This is an optimization exercise on Yosys and OpenROAD, whose aim is small area, not a production implementation.
At most, simulation tests tie the RTL to the original design; equivalence was not proved.
For run 1, only the layout was checked, not whether the RTL still works.

==> flow/design.v (outline; a module is shown in full before it is edited, if it fits) <==
// module idct_dot_col: 2057 lines
// module idct_dot_row: 1066 lines
// module idct_addsub: 125 lines
// module idct_fa: 6 lines
// module idct_ha: 6 lines
// module myidct_less_lut: 129 lines
module myidct_less_lut(clk, rst, start, dct_2d, idct_2d, rdy);
  // ...
==> flow/run.sh <==
#!/bin/bash
# synth_recipe.tcl (not shown) runs the flow's synth.tcl, then flattens the netlist and writes it again
# the make line also repeats each setting of config.mk as NAME=value (left out here)
make -C /OpenROAD-flow-scripts/flow DESIGN_CONFIG=/design/flow/config.mk WORK_HOME=/design/flow/orfs CLKGATE_MAP_FILE= SYNTH_SCRIPT=/design/flow/synth_recipe.tcl finish
==> flow/config.mk <==
export PLATFORM = sky130hd
export DESIGN_NAME = myidct_less_lut
export DESIGN_NICKNAME = myidct_less_lut
export VERILOG_FILES = /design/flow/design.v
export SDC_FILE = /design/flow/constraint.sdc
export NUM_CORES = 8
export LEC_CHECK = 0
export CAP_MARGIN = 20
export CORE_MARGIN = 2
export CORE_UTILIZATION = 65
export CTS_BUF_LIST = sky130_fd_sc_hd__clkbuf_4 sky130_fd_sc_hd__clkbuf_8
export PLACE_DENSITY = 0.72
export SLEW_MARGIN = 20
export SYNTH_HIERARCHICAL = 1
export SYNTH_MINIMUM_KEEP_SIZE = 0
==> flow/constraint.sdc <==
create_clock -name core_clock -period 15.0 [get_ports {clk}]
set_input_delay 3.0000 -clock core_clock [delete_from_list [all_inputs] [get_ports {clk}]]
set_output_delay 3.0000 -clock core_clock [all_outputs]
set_load 0.01 [all_outputs]
==> summary.txt, run 1 <==
outcome failed layout checks; Blocking Checks negative setup slack; startpoint-to-endpoint class of the critical path reg2reg; sequential cells between 1,500 and 2,000; final critical-path setup slack -0.538 ns; launching instance or port of the critical path pos[1]; die footprint 0.166 mm2; R2R Path End o[3][26]; n_diodes 4; area added between synthesis and finish 7.76%; Placed Instances 8,114; xor and xnor fraction of the mapped netlist area less than 1%; vias in the first global route a little under 60,000; biggest regs xs (768), xin (756), ysr (196); global router's overall resource usage 34.3%; area of the core region about 0.16 mm2; fill cell count around 10,000; mean routed wirelength per cell 32.4 um; share of final layout cell area taken by non-clock buffers about 1.2%; hold path startpoint ysr[0][23]; cts bufs inserted between 300 and 400; Port-buffer cells 23; global-route wire length before repair around 400 mm; cell repeated most along the worst path sky130_fd_sc_hd__fa_2; Buffers & Inverters on Critical Path 4; number of I/O pins 24; mux cell area share after synthesis under 10%; main area contributors after synthesis sky130_fd_sc_hd__edfxtp_1 56%, sky130_fd_sc_hd__fa_1 27%, sky130_fd_sc_hd__ha_1 1.6%; root buffer cell sky130_fd_sc_hd__clkbuf_8; final-report setup violation count 6; category of the worst setup path capture point register; worst hold path class reg2reg; relative slew slack 18.8%; total routed wirelength between 200 and 300 mm; H-tree levels 5; met3 Track Usage GR 5.43%; Fmax 0.0644 GHz
==> module myidct_less_lut, before the edit <==
module myidct_less_lut(clk, rst, start, dct_2d, idct_2d, rdy);
output [7:0] idct_2d;
output rdy;
input clk, rst, start;
input [11:0] dct_2d;
integer n;
wire en = start & ~rst;
reg [5:0] pos;
reg wrapped;
reg rdy_q;
always @(posedge clk) begin
    if (rst) begin
        pos <= 6'd0;
        wrapped <= 1'b0;
        rdy_q <= 1'b0;
    end else if (start) begin
        pos <= pos + 6'd1;
        if (pos == 6'd63) wrapped <= 1'b1;
        if (wrapped && pos == 6'd11) rdy_q <= 1'b1;
    end
end
wire [2:0] ph = pos[2:0];
reg [11:0] xin [0:62];
always @(posedge clk) begin
    if (start) begin
        xin[0] <= dct_2d;
        for (n = 1; n < 63; n = n + 1) xin[n] <= xin[n-1];
    end
end
reg [11:0] xs [0:63];
always @(posedge clk) begin
    if (en && pos == 6'd63) begin
        for (n = 0; n < 63; n = n + 1) xs[n] <= xin[62-n];
        xs[63] <= dct_2d;
    end
end
wire [11:0] xr [0:7];
genvar g;
generate
    for (g = 0; g < 8; g = g + 1) begin : rowsel
        assign xr[g] = xs[{ph, g[2:0]}];
    end
endgenerate
wire [27:0] y;
idct_dot_row rowpass(.sel(pos[5:3]), .x0(xr[0]), .x1(xr[1]), .x2(xr[2]), .x3(xr[3]),
                     .x4(xr[4]), .x5(xr[5]), .x6(xr[6]), .x7(xr[7]), .y(y));
reg [27:0] ysr [0:6];
always @(posedge clk) begin
    if (start) begin
        ysr[0] <= y;
        for (n = 1; n < 7; n = n + 1) ysr[n] <= ysr[n-1];
    end
end
wire [28:0] splus, sminus;
idct_addsub sadd(.a(ysr[6]), .b(ysr[2]), .sum(splus), .dif(sminus));
reg [28:0] sa, sb;
reg [27:0] pa, pb;
reg [27:0] o [0:3];
always @(posedge clk) begin
    if (start) begin
        if (ph == 3'd7) begin
            sa <= splus;
            sb <= sminus;
            pa <= ysr[4];
            pb <= ysr[0];
            o[0] <= ysr[5];
            o[1] <= ysr[3];
            o[2] <= ysr[1];
            o[3] <= y;
        end else begin
            sa <= sb;
            sb <= sa;
            pa <= ~pb;
            pb <= pa;
            o[0] <= ~o[2];
            o[1] <= o[0];
            o[2] <= ~o[3];
            o[3] <= ~o[1];
        end
    end
end
wire [7:0] pix;
idct_dot_col colpass(.ph(ph), .sa(sa), .pa(pa), .pb(pb), .o0(o[0]), .o1(o[1]),
                     .o2(o[2]), .o3(o[3]), .pix(pix));
reg [7:0] pbuf [0:3];
reg [1:0] ra;
always @(*) begin
    case (pos[4:0])
        5'd0: ra = 2'd0;
        5'd1: ra = 2'd1;
        5'd2: ra = 2'd2;
        5'd3: ra = 2'd3;
        5'd4: ra = 2'd0;
        5'd5: ra = 2'd1;
        5'd6: ra = 2'd3;
        5'd7: ra = 2'd3;
        5'd8: ra = 2'd2;
        5'd9: ra = 2'd3;
        5'd10: ra = 2'd1;
        5'd11: ra = 2'd0;
        5'd12: ra = 2'd2;
        5'd13: ra = 2'd3;
        5'd14: ra = 2'd0;
        5'd15: ra = 2'd0;
        5'd16: ra = 2'd1;
        5'd17: ra = 2'd0;
        5'd18: ra = 2'd3;
        5'd19: ra = 2'd2;
        5'd20: ra = 2'd1;
        5'd21: ra = 2'd0;
        5'd22: ra = 2'd2;
        5'd23: ra = 2'd2;
        5'd24: ra = 2'd3;
        5'd25: ra = 2'd2;
        5'd26: ra = 2'd0;
        5'd27: ra = 2'd1;
        5'd28: ra = 2'd3;
        5'd29: ra = 2'd2;
        5'd30: ra = 2'd1;
        5'd31: ra = 2'd1;
        default: ra = 0;
    endcase
end
always @(posedge clk) begin
    if (start) pbuf[ra] <= pix;
end
assign rdy = rdy_q & start;
assign idct_2d = (rdy & ~rst) ? pbuf[ra] : 8'd0;
endmodule
==> inputs of run 2 (changes only) <==
--- a/flow/design.v
+++ b/flow/design.v
@@ -17,21 +17,21 @@
 wire [27:0] o2_n = ~o2_u;
 wire [27:0] o3_u = {~o3[27], o3[26:0]};
 wire [27:0] o3_n = ~o3_u;
 reg [42:0] kc;
 always @(*) begin
     case (ph)
         3'd0: kc = 43'd415538092906;
         3'd1: kc = 43'd415538114658;
-        3'd2: kc = 43'd415538112018;
+        3'd2: kc = 43'd415538116195;
         3'd3: kc = 43'd415538104076;
         3'd4: kc = 43'd415538113901;
         3'd5: kc = 43'd415538107285;
-        3'd6: kc = 43'd415538116195;
+        3'd6: kc = 43'd415538112018;
         3'd7: kc = 43'd415538109001;
         default: kc = 43'd0;
     endcase
 end
 wire s1, c2;
 idct_fa fs1 (.a(sa_u[11]), .b(sa_u[6]), .c(sa_u[4]), .s(s1), .co(c2));
 wire s3, c4;
 idct_fa fs3 (.a(sa_u[12]), .b(sa_u[7]), .c(sa_u[5]), .s(s3), .co(c4));
@@ -3116,141 +3116,16 @@
 wire m939 = c876 ? s920 : s893;
 wire m940 = c876 ? s922 : s895;
 wire m941 = c876 ? s924 : s897;
 wire m942 = c876 ? s926 : s899;
 wire m943 = c876 ? s928 : s901;
 wire m944 = c876 ? s930 : s903;
 assign y = {m944, m943, m942, m941, m940, m939, m938, m937, m936, m935, m934, m933, m932, m931, s875, s873, s871, s869, s867, s865, s863, s861, s859, s857, s855, s853, s851, s849};
 endmodule
-module idct_addsub(a, b, sum, dif);
-input [27:0] a, b;
-output [28:0] sum, dif;
-wire [28:0] ae = {a[27], a};
-wire [28:0] be = {b[27], b};
-wire [28:0] bn = ~be;
-wire s1, c2;
-idct_ha hs1 (.a(ae[0]), .b(be[0]), .s(s1), .co(c2));
-wire s3, c4;
-idct_fa fs3 (.a(ae[1]), .b(be[1]), .c(c2), .s(s3), .co(c4));
-wire s5, c6;
-idct_fa fs5 (.a(ae[2]), .b(be[2]), .c(c4), .s(s5), .co(c6));
-wire s7, c8;
-idct_fa fs7 (.a(ae[3]), .b(be[3]), .c(c6), .s(s7), .co(c8));
-wire s9, c10;
-idct_fa fs9 (.a(ae[4]), .b(be[4]), .c(c8), .s(s9), .co(c10));
-wire s11, c12;
-idct_fa fs11 (.a(ae[5]), .b(be[5]), .c(c10), .s(s11), .co(c12));
-wire s13, c14;
-idct_fa fs13 (.a(ae[6]), .b(be[6]), .c(c12), .s(s13), .co(c14));
-wire s15, c16;
-idct_fa fs15 (.a(ae[7]), .b(be[7]), .c(c14), .s(s15), .co(c16));
-wire s17, c18;
-idct_fa fs17 (.a(ae[8]), .b(be[8]), .c(c16), .s(s17), .co(c18));
-wire s19, c20;
-idct_fa fs19 (.a(ae[9]), .b(be[9]), .c(c18), .s(s19), .co(c20));
-wire s21, c22;
-idct_fa fs21 (.a(ae[10]), .b(be[10]), .c(c20), .s(s21), .co(c22));
-wire s23, c24;
-idct_fa fs23 (.a(ae[11]), .b(be[11]), .c(c22), .s(s23), .co(c24));
-wire s25, c26;
-idct_fa fs25 (.a(ae[12]), .b(be[12]), .c(c24), .s(s25), .co(c26));
-wire s27, c28;
-idct_fa fs27 (.a(ae[13]), .b(be[13]), .c(c26), .s(s27), .co(c28));
-wire s29, c30;
-idct_fa fs29 (.a(ae[14]), .b(be[14]), .c(c28), .s(s29), .co(c30));
-wire s31, c32;
-idct_fa fs31 (.a(ae[15]), .b(be[15]), .c(c30), .s(s31), .co(c32));
-wire s33, c34;
-idct_fa fs33 (.a(ae[16]), .b(be[16]), .c(c32), .s(s33), .co(c34));
-wire s35, c36;
-idct_fa fs35 (.a(ae[17]), .b(be[17]), .c(c34), .s(s35), .co(c36));
-wire s37, c38;
-idct_fa fs37 (.a(ae[18]), .b(be[18]), .c(c36), .s(s37), .co(c38));
-wire s39, c40;
-idct_fa fs39 (.a(ae[19]), .b(be[19]), .c(c38), .s(s39), .co(c40));
-wire s41, c42;
-idct_fa fs41 (.a(ae[20]), .b(be[20]), .c(c40), .s(s41), .co(c42));
-wire s43, c44;
-idct_fa fs43 (.a(ae[21]), .b(be[21]), .c(c42), .s(s43), .co(c44));
-wire s45, c46;
-idct_fa fs45 (.a(ae[22]), .b(be[22]), .c(c44), .s(s45), .co(c46));
-wire s47, c48;
-idct_fa fs47 (.a(ae[23]), .b(be[23]), .c(c46), .s(s47), .co(c48));
-wire s49, c50;
-idct_fa fs49 (.a(ae[24]), .b(be[24]), .c(c48), .s(s49), .co(c50));
-wire s51, c52;
-idct_fa fs51 (.a(ae[25]), .b(be[25]), .c(c50), .s(s51), .co(c52));
-wire s53, c54;
-idct_fa fs53 (.a(ae[26]), .b(be[26]), .c(c52), .s(s53), .co(c54));
-wire s55, c56;
-idct_fa fs55 (.a(ae[27]), .b(be[27]), .c(c54), .s(s55), .co(c56));
-wire s57, c58;
-idct_fa fs57 (.a(ae[28]), .b(be[28]), .c(c56), .s(s57), .co(c58));
-wire s59 = ~(ae[0] ^ bn[0]);
-wire c60 = ae[0] | bn[0];
-wire s61, c62;
-idct_fa fs61 (.a(ae[1]), .b(bn[1]), .c(c60), .s(s61), .co(c62));
-wire s63, c64;
-idct_fa fs63 (.a(ae[2]), .b(bn[2]), .c(c62), .s(s63), .co(c64));
-wire s65, c66;
-idct_fa fs65 (.a(ae[3]), .b(bn[3]), .c(c64), .s(s65), .co(c66));
-wire s67, c68;
-idct_fa fs67 (.a(ae[4]), .b(bn[4]), .c(c66), .s(s67), .co(c68));
-wire s69, c70;
-idct_fa fs69 (.a(ae[5]), .b(bn[5]), .c(c68), .s(s69), .co(c70));
-wire s71, c72;
-idct_fa fs71 (.a(ae[6]), .b(bn[6]), .c(c70), .s(s71), .co(c72));
-wire s73, c74;
-idct_fa fs73 (.a(ae[7]), .b(bn[7]), .c(c72), .s(s73), .co(c74));
-wire s75, c76;
-idct_fa fs75 (.a(ae[8]), .b(bn[8]), .c(c74), .s(s75), .co(c76));
-wire s77, c78;
-idct_fa fs77 (.a(ae[9]), .b(bn[9]), .c(c76), .s(s77), .co(c78));
-wire s79, c80;
-idct_fa fs79 (.a(ae[10]), .b(bn[10]), .c(c78), .s(s79), .co(c80));
-wire s81, c82;
-idct_fa fs81 (.a(ae[11]), .b(bn[11]), .c(c80), .s(s81), .co(c82));
-wire s83, c84;
-idct_fa fs83 (.a(ae[12]), .b(bn[12]), .c(c82), .s(s83), .co(c84));
-wire s85, c86;
-idct_fa fs85 (.a(ae[13]), .b(bn[13]), .c(c84), .s(s85), .co(c86));
-wire s87, c88;
-idct_fa fs87 (.a(ae[14]), .b(bn[14]), .c(c86), .s(s87), .co(c88));
-wire s89, c90;
-idct_fa fs89 (.a(ae[15]), .b(bn[15]), .c(c88), .s(s89), .co(c90));
-wire s91, c92;
-idct_fa fs91 (.a(ae[16]), .b(bn[16]), .c(c90), .s(s91), .co(c92));
-wire s93, c94;
-idct_fa fs93 (.a(ae[17]), .b(bn[17]), .c(c92), .s(s93), .co(c94));
-wire s95, c96;
-idct_fa fs95 (.a(ae[18]), .b(bn[18]), .c(c94), .s(s95), .co(c96));
-wire s97, c98;
-idct_fa fs97 (.a(ae[19]), .b(bn[19]), .c(c96), .s(s97), .co(c98));
-wire s99, c100;
-idct_fa fs99 (.a(ae[20]), .b(bn[20]), .c(c98), .s(s99), .co(c100));
-wire s101, c102;
-idct_fa fs101 (.a(ae[21]), .b(bn[21]), .c(c100), .s(s101), .co(c102));
-wire s103, c104;
-idct_fa fs103 (.a(ae[22]), .b(bn[22]), .c(c102), .s(s103), .co(c104));
-wire s105, c106;
-idct_fa fs105 (.a(ae[23]), .b(bn[23]), .c(c104), .s(s105), .co(c106));
-wire s107, c108;
-idct_fa fs107 (.a(ae[24]), .b(bn[24]), .c(c106), .s(s107), .co(c108));
-wire s109, c110;
-idct_fa fs109 (.a(ae[25]), .b(bn[25]), .c(c108), .s(s109), .co(c110));
-wire s111, c112;
-idct_fa fs111 (.a(ae[26]), .b(bn[26]), .c(c110), .s(s111), .co(c112));
-wire s113, c114;
-idct_fa fs113 (.a(ae[27]), .b(bn[27]), .c(c112), .s(s113), .co(c114));
-wire s115, c116;
-idct_fa fs115 (.a(ae[28]), .b(bn[28]), .c(c114), .s(s115), .co(c116));
-assign sum = {s57, s55, s53, s51, s49, s47, s45, s43, s41, s39, s37, s35, s33, s31, s29, s27, s25, s23, s21, s19, s17, s15, s13, s11, s9, s7, s5, s3, s1};
-assign dif = {s115, s113, s111, s109, s107, s105, s103, s101, s99, s97, s95, s93, s91, s89, s87, s85, s83, s81, s79, s77, s75, s73, s71, s69, s67, s65, s63, s61, s59};
-endmodule
 module idct_fa(a, b, c, s, co);
 input a, b, c;
 output s, co;
 assign s = a ^ b ^ c;
 assign co = (a & b) | (a & c) | (b & c);
 endmodule
 module idct_ha(a, b, s, co);
 input a, b;
@@ -3306,84 +3181,83 @@
                      .x4(xr[4]), .x5(xr[5]), .x6(xr[6]), .x7(xr[7]), .y(y));
 reg [27:0] ysr [0:6];
 always @(posedge clk) begin
     if (start) begin
         ysr[0] <= y;
         for (n = 1; n < 7; n = n + 1) ysr[n] <= ysr[n-1];
     end
 end
-wire [28:0] splus, sminus;
-idct_addsub sadd(.a(ysr[6]), .b(ysr[2]), .sum(splus), .dif(sminus));
+wire [28:0] y0e = {ysr[6][27], ysr[6]};
+wire [28:0] y4e = {ysr[2][27], ysr[2]};
+wire [28:0] splus = y0e + y4e;
+wire [28:0] sminus = y0e - y4e;
 reg [28:0] sa, sb;
 reg [27:0] pa, pb;
 reg [27:0] o [0:3];
+reg [3:0] fl;
+always @(*) begin
+    case (ph)
+        3'd0: fl = 4'b1101;
+        3'd1: fl = 4'b0010;
+        3'd2: fl = 4'b0010;
+        3'd3: fl = 4'b1101;
+        3'd4: fl = 4'b1101;
+        3'd5: fl = 4'b0010;
+        3'd6: fl = 4'b0010;
+        default: fl = 4'b0000;
+    endcase
+end
 always @(posedge clk) begin
     if (start) begin
         if (ph == 3'd7) begin
             sa <= splus;
             sb <= sminus;
             pa <= ysr[4];
             pb <= ysr[0];
             o[0] <= ysr[5];
             o[1] <= ysr[3];
             o[2] <= ysr[1];
             o[3] <= y;
         end else begin
             sa <= sb;
             sb <= sa;
             pa <= ~pb;
             pb <= pa;
-            o[0] <= ~o[2];
-            o[1] <= o[0];
-            o[2] <= ~o[3];
-            o[3] <= ~o[1];
+            o[0] <= o[2] ^ {28{fl[0]}};
+            o[1] <= o[0] ^ {28{fl[1]}};
+            o[2] <= o[3] ^ {28{fl[2]}};
+            o[3] <= o[1] ^ {28{fl[3]}};
         end
     end
 end
 wire [7:0] pix;
 idct_dot_col colpass(.ph(ph), .sa(sa), .pa(pa), .pb(pb), .o0(o[0]), .o1(o[1]),
                      .o2(o[2]), .o3(o[3]), .pix(pix));
 reg [7:0] pbuf [0:3];
 reg [1:0] ra;
 always @(*) begin
-    case (pos[4:0])
-        5'd0: ra = 2'd0;
-        5'd1: ra = 2'd1;
-        5'd2: ra = 2'd2;
-        5'd3: ra = 2'd3;
-        5'd4: ra = 2'd0;
-        5'd5: ra = 2'd1;
-        5'd6: ra = 2'd3;
-        5'd7: ra = 2'd3;
-        5'd8: ra = 2'd2;
-        5'd9: ra = 2'd3;
-        5'd10: ra = 2'd1;
-        5'd11: ra = 2'd0;
-        5'd12: ra = 2'd2;
-        5'd13: ra = 2'd3;
-        5'd14: ra = 2'd0;
-        5'd15: ra = 2'd0;
-        5'd16: ra = 2'd1;
-        5'd17: ra = 2'd0;
-        5'd18: ra = 2'd3;
-        5'd19: ra = 2'd2;
-        5'd20: ra = 2'd1;
-        5'd21: ra = 2'd0;
-        5'd22: ra = 2'd2;
-        5'd23: ra = 2'd2;
-        5'd24: ra = 2'd3;
-        5'd25: ra = 2'd2;
-        5'd26: ra = 2'd0;
-        5'd27: ra = 2'd1;
-        5'd28: ra = 2'd3;
-        5'd29: ra = 2'd2;
-        5'd30: ra = 2'd1;
-        5'd31: ra = 2'd1;
-        default: ra = 0;
+    case (pos[3:0])
+        4'd0: ra = 2'd0;
+        4'd1: ra = 2'd1;
+        4'd2: ra = 2'd2;
+        4'd3: ra = 2'd3;
+        4'd4: ra = 2'd0;
+        4'd5: ra = 2'd1;
+        4'd6: ra = 2'd3;
+        4'd7: ra = 2'd2;
+        4'd8: ra = 2'd3;
+        4'd9: ra = 2'd2;
+        4'd10: ra = 2'd1;
+        4'd11: ra = 2'd0;
+        4'd12: ra = 2'd3;
+        4'd13: ra = 2'd2;
+        4'd14: ra = 2'd0;
+        4'd15: ra = 2'd1;
+        default: ra = 2'd0;
     endcase
 end
 always @(posedge clk) begin
     if (start) pbuf[ra] <= pix;
 end
 assign rdy = rdy_q & start;
 assign idct_2d = (rdy & ~rst) ? pbuf[ra] : 8'd0;
 endmodule
==> flow/config.mk (replaced) <==
export PLATFORM = sky130hd
export DESIGN_NAME = myidct_less_lut
export DESIGN_NICKNAME = myidct_less_lut
export VERILOG_FILES = /design/flow/design.v
export SDC_FILE = /design/flow/constraint.sdc
export NUM_CORES = 8
export LEC_CHECK = 0
export CAP_MARGIN = 20
export CORE_MARGIN = 2
export CORE_UTILIZATION = 65
export PLACE_DENSITY = 0.72
export SLEW_MARGIN = 20
export SYNTH_HIERARCHICAL = 1
export SYNTH_MINIMUM_KEEP_SIZE = 0
==> summary.txt, run 2 <==
vias in the first global route 61,900 (was 58,600); TritonCTS clock tree built (unchanged); H-tree levels 4 (was 5); dominant cell type by area after synthesis sky130_fd_sc_hd__edfxtp_1 (unchanged); outcome failed layout checks (unchanged); number of max-cap violations 0 (unchanged); number of antenna violations at the first check in global routing 4 (was 6); area of the core region 0.165 mm2 (was 0.162 mm2); initial core utilization 65.6% (was 65.3%); post-DP HPWL 226 mm (was 214 mm); Synth top cells by count 1,978 x sky130_fd_sc_hd__edfxtp_1, 1,384 x sky130_fd_sc_hd__fa_1, 391 x sky130_fd_sc_hd__nand2_1, 383 x sky130_fd_sc_hd__inv_1, 263 x sky130_fd_sc_hd__nor2_1 (was 1,978 x sky130_fd_sc_hd__edfxtp_1, 1,438 x sky130_fd_sc_hd__fa_1, 351 x sky130_fd_sc_hd__inv_1, 234 x sky130_fd_sc_hd__nand2_1, 226 x sky130_fd_sc_hd__nor2_1); area added between synthesis and finish 8.32% (was 7.76%); total congestion overflow 0 (unchanged); most common cell after layout, fill and taps aside sky130_fd_sc_hd__edfxtp_1 (unchanged); transition time at the pin with the least slew margin 1.27 ns (was 1.22 ns); global-route wire length before repair 435 mm (was 401 mm); remaining antenna violation count 0 (unchanged); global router's overall resource usage 36.5% (was 34.3%); Placed Instances 8,639 (was 8,114); main area contributors after synthesis sky130_fd_sc_hd__edfxtp_1 55%, sky130_fd_sc_hd__fa_1 26%, sky130_fd_sc_hd__mux2_2 2.4% (was sky130_fd_sc_hd__edfxtp_1 56%, sky130_fd_sc_hd__fa_1 27%, sky130_fd_sc_hd__ha_1 1.6%); mean routed wirelength per cell 33.9 um (was 32.4 um); number of nets produced by synthesis 8,193 (was 7,726); warning count from the yosys run 17 (unchanged); total cell area at the placement stage 0.111 mm2 (was 0.108 mm2); largest stage delay on the critical path 0.58 ns (was 0.61 ns); most frequent cells in the layout 1,978 x sky130_fd_sc_hd__edfxtp_1, 1,339 x sky130_fd_sc_hd__fa_1, 388 x sky130_fd_sc_hd__nand2_1, 379 x sky130_fd_sc_hd__inv_1, 262 x sky130_fd_sc_hd__nor2_1 (was 1,978 x sky130_fd_sc_hd__edfxtp_1, 1,393 x sky130_fd_sc_hd__fa_1, 347 x sky130_fd_sc_hd__inv_1, 323 x sky130_fd_sc_hd__clkbuf_8, 232 x sky130_fd_sc_hd__nand2_1); share of the yosys chip area belonging to registers 55.0% (was 56.3%); proportion of netlist area held by the largest area contributor 54.8% (was 56.1%); number of flip-flops under the largest register name 768 (unchanged); Port-buffer cells 23 (unchanged); fraction of layout cells with a size suffix above 1 11.8% (was 13.5%); unrepaired setup endpoints after global routing true (unchanged); biggest regs xs (768), xin (756), ysr (196) (unchanged); Fmax 0.0641 GHz (was 0.0644 GHz); category of the worst setup path capture point register (unchanged); FF+latch count, synth 1,988 (unchanged); post-placement setup slack -0.491 ns (was -0.510 ns); final critical path time including I/O delays and setup 15.59 ns (was 15.54 ns); clock-pin transition on the worst setup and hold timing paths 0.06 ns (about the same); width of the die 412 um (was 408 um); number of vias after detailed routing 59,500 (was 56,000); CTS Hold Bufs 0 (unchanged); Top FF cell, synth sky130_fd_sc_hd__edfxtp_1 (unchanged); total routed wirelength 305 mm (was 280 mm); most numerous cell in the Yosys netlist sky130_fd_sc_hd__edfxtp_1 (unchanged); cell repeated most along the worst path sky130_fd_sc_hd__fa_2 (unchanged); cts bufs inserted 183 (was 318); filler-free cell count of the finished design 8,982 (was 8,650); maximum fanout encountered on the critical timing path 4 (unchanged); vias per std cell 6.63 (was 6.47); post-synthesis average cell area 16.4 um2 (was 17.2 um2); post-synth design cell area 0.108 mm2 (was 0.106 mm2); Slew Limit Fails 0 (unchanged); Skew-Pair Late Insertion Delay 0.87 ns (was 1.06 ns); Critical-path top delay cell sky130_fd_sc_hd__fa_2 (unchanged); die footprint 0.170 mm2 (was 0.166 mm2); final-report setup violation count 6 (unchanged); root buffer cell sky130_fd_sc_hd__clkbuf_16 (was sky130_fd_sc_hd__clkbuf_8); global-route track usage on met1 48.8% (was 46.3%); busiest grt layer met2 (unchanged); Yosys cell types 90 (was 66); # rows 149 (was 148); fill cell count 9,925 (was 10,200); final critical-path setup slack -0.592 ns (was -0.538 ns); drt drc 0 (unchanged); post-synthesis async set-or-reset flop share 0% (unchanged); Pre-antenna DRT Iters 7 (was 8); worst hold path class reg2reg (unchanged); height of the die 412 um (was 408 um); relative slew slack 14.7% (was 18.8%); TritonCTS Sinks 1,988 (unchanged); count of flip-flops with a built-in enable after synthesis 1,978 (unchanged); largest register by flop count xs (unchanged); kind of launch point of the worst setup path register (unchanged); Clock Skew 0.111 ns (was 0.102 ns); startpoint-to-endpoint class of the critical path reg2reg (unchanged); met2 GRT Util 60.6% (was 55.2%); critical path required time 15.50 ns (was 15.68 ns); Hold Fails Final Rpt 0 (unchanged); maximum buffer depth of the clock tree 3 (was 4); Net count, final 8,224 (was 7,850); met3 Track Usage GR 5.71% (was 5.43%); Blocking Checks negative setup slack (unchanged); Layout Cell Area excl Fill 0.117 mm2 (was 0.114 mm2); Worst EP arrival 16.09 ns (was 16.21 ns); Cells after Synth 6,610 (was 6,140); final RePlAce weighted congestion 1.01 (was 1.05); Iteration-0 DRC Markers 8,714 (was 7,892); number of I/O pins 24 (unchanged); Final Cycle Share 104% (about the same); largest net degree at the start of global routing 193 (was 205)
[run 2: final cells by class]
type	instances	area [um2]	area share [%]
tap	2189	2740	2.33
antenna	4	10.0	0.00852
multi-input combinational	3923	46300	39.4
sequential	1988	59600	50.8
inverter	383	1440	1.23
timing repair buffer	162	1380	1.17
clock buffer	219	4720	4.02
clock inverter	114	1210	1.03
[run 2: final timing paths]
path / startpoint / to / slack, ns / depth (start not counted)
worst max-delay path: pos[0] / o[3][26] / -0.59 / 46
worst min-delay path: xin[56][8] / xin[57][8] / 0.41 / 0
worst max register to register: pos[0] / o[3][26] / -0.59 / 46
worst min register to register: xin[56][8] / xin[57][8] / 0.41 / 0
[run 2: per-module statistics from Yosys, one instance, submodules excluded]
module           copies in the design  cells  area [um2]
idct_dot_row                        1    827        5300
idct_ha                            45      1        12.5
myidct_less_lut                     1   3849       71900
idct_dot_col                        1    507        3020
idct_fa                          1382      1        20.0
[run 2: worst max-delay path, delay by kind of cell (launching register included)]
| family | cells | cell delay [ns] |
|---|---|---|
| adders and majority gates | 35 | 13.31 |
| AOI/OAI and AO/OA | 3 | 0.67 |
| DFF | 1 | 0.38 |
| muxes | 1 | 0.27 |
| and+or+nand+nor | 2 | 0.23 |
| buffers and inverters | 4 | 0.22 |
| xor gates and xnor gates | 1 | 0.19 |
[run 2: layer usage]
layer / vias to the layer above / routed length, um
li1: 23900 / -
met1: 31400 / 114000
met2: 3525 / 151000
met3: 660 / 24500
met4: 6 / 15400
met5: - / 29
[run 2: what timing repair did]
item	in CTS	in global routing
gates resized for setup	9	2
hold endpoints to repair	0	0
cloned	0	0
pin swaps	0	1
endpoints found under the setup margin	6	8
setup buffers	4	2
[run 2: cells by family (layout without fill, tap and decap cells)]
logic type	after synthesis	after routing	share of synthesized area (%)
xor gates and xnor gates	208	208	1.68
other	0	4	0
adders and majority gates	1568	1568	27.7
buffers and inverters	699	878	2.64
DFF	1988	1988	55.0
AOI/OAI and AO/OA	939	939	6.13
and+or+nand+nor	910	910	3.74
muxes	298	298	3.15
[run 2: per-stage QoR]
step | TNS (ns) | utilization, % | hold slack [ns]
final | -2.13 | 71.0 | 0.405
after global placement | -0.774 | 67.4 | 0.401
after detailed placement | -1.30 | 67.4 | 0.406
after global routing | -3.89 | 71.0 | 0.411
after floorplan | -5405.59 | - | 0.400
after CTS | -1.64 | 71.0 | 0.396

==> re-timing with driven ports <==
In the flow no input, the clock included, has a driving cell. The finished layouts below were timed again as built, in two steps. Step 1 assumes that a clkbuf_16 drives the clock port and a buf_2 every other input. Step 2 adds t to the input delays and takes it off the output delays; t is the mean of the earliest and latest rising clock arrival at the registers after step 1. Input paths then give back, and output paths get back, about the clock's delay inside the block. Three values: ideal ports, drivers, drivers and shift; two values: the first two.
run	t, ns	setup WS [ns]	slew at the worst register clock pin (ns)	cell pins on the clock port's net
run 1	1.085	-0.538 / -0.538 / -0.538	0.07 / 0.07	1
run 2	0.906	-0.592 / -0.592 / -0.592	0.08 / 0.08	1
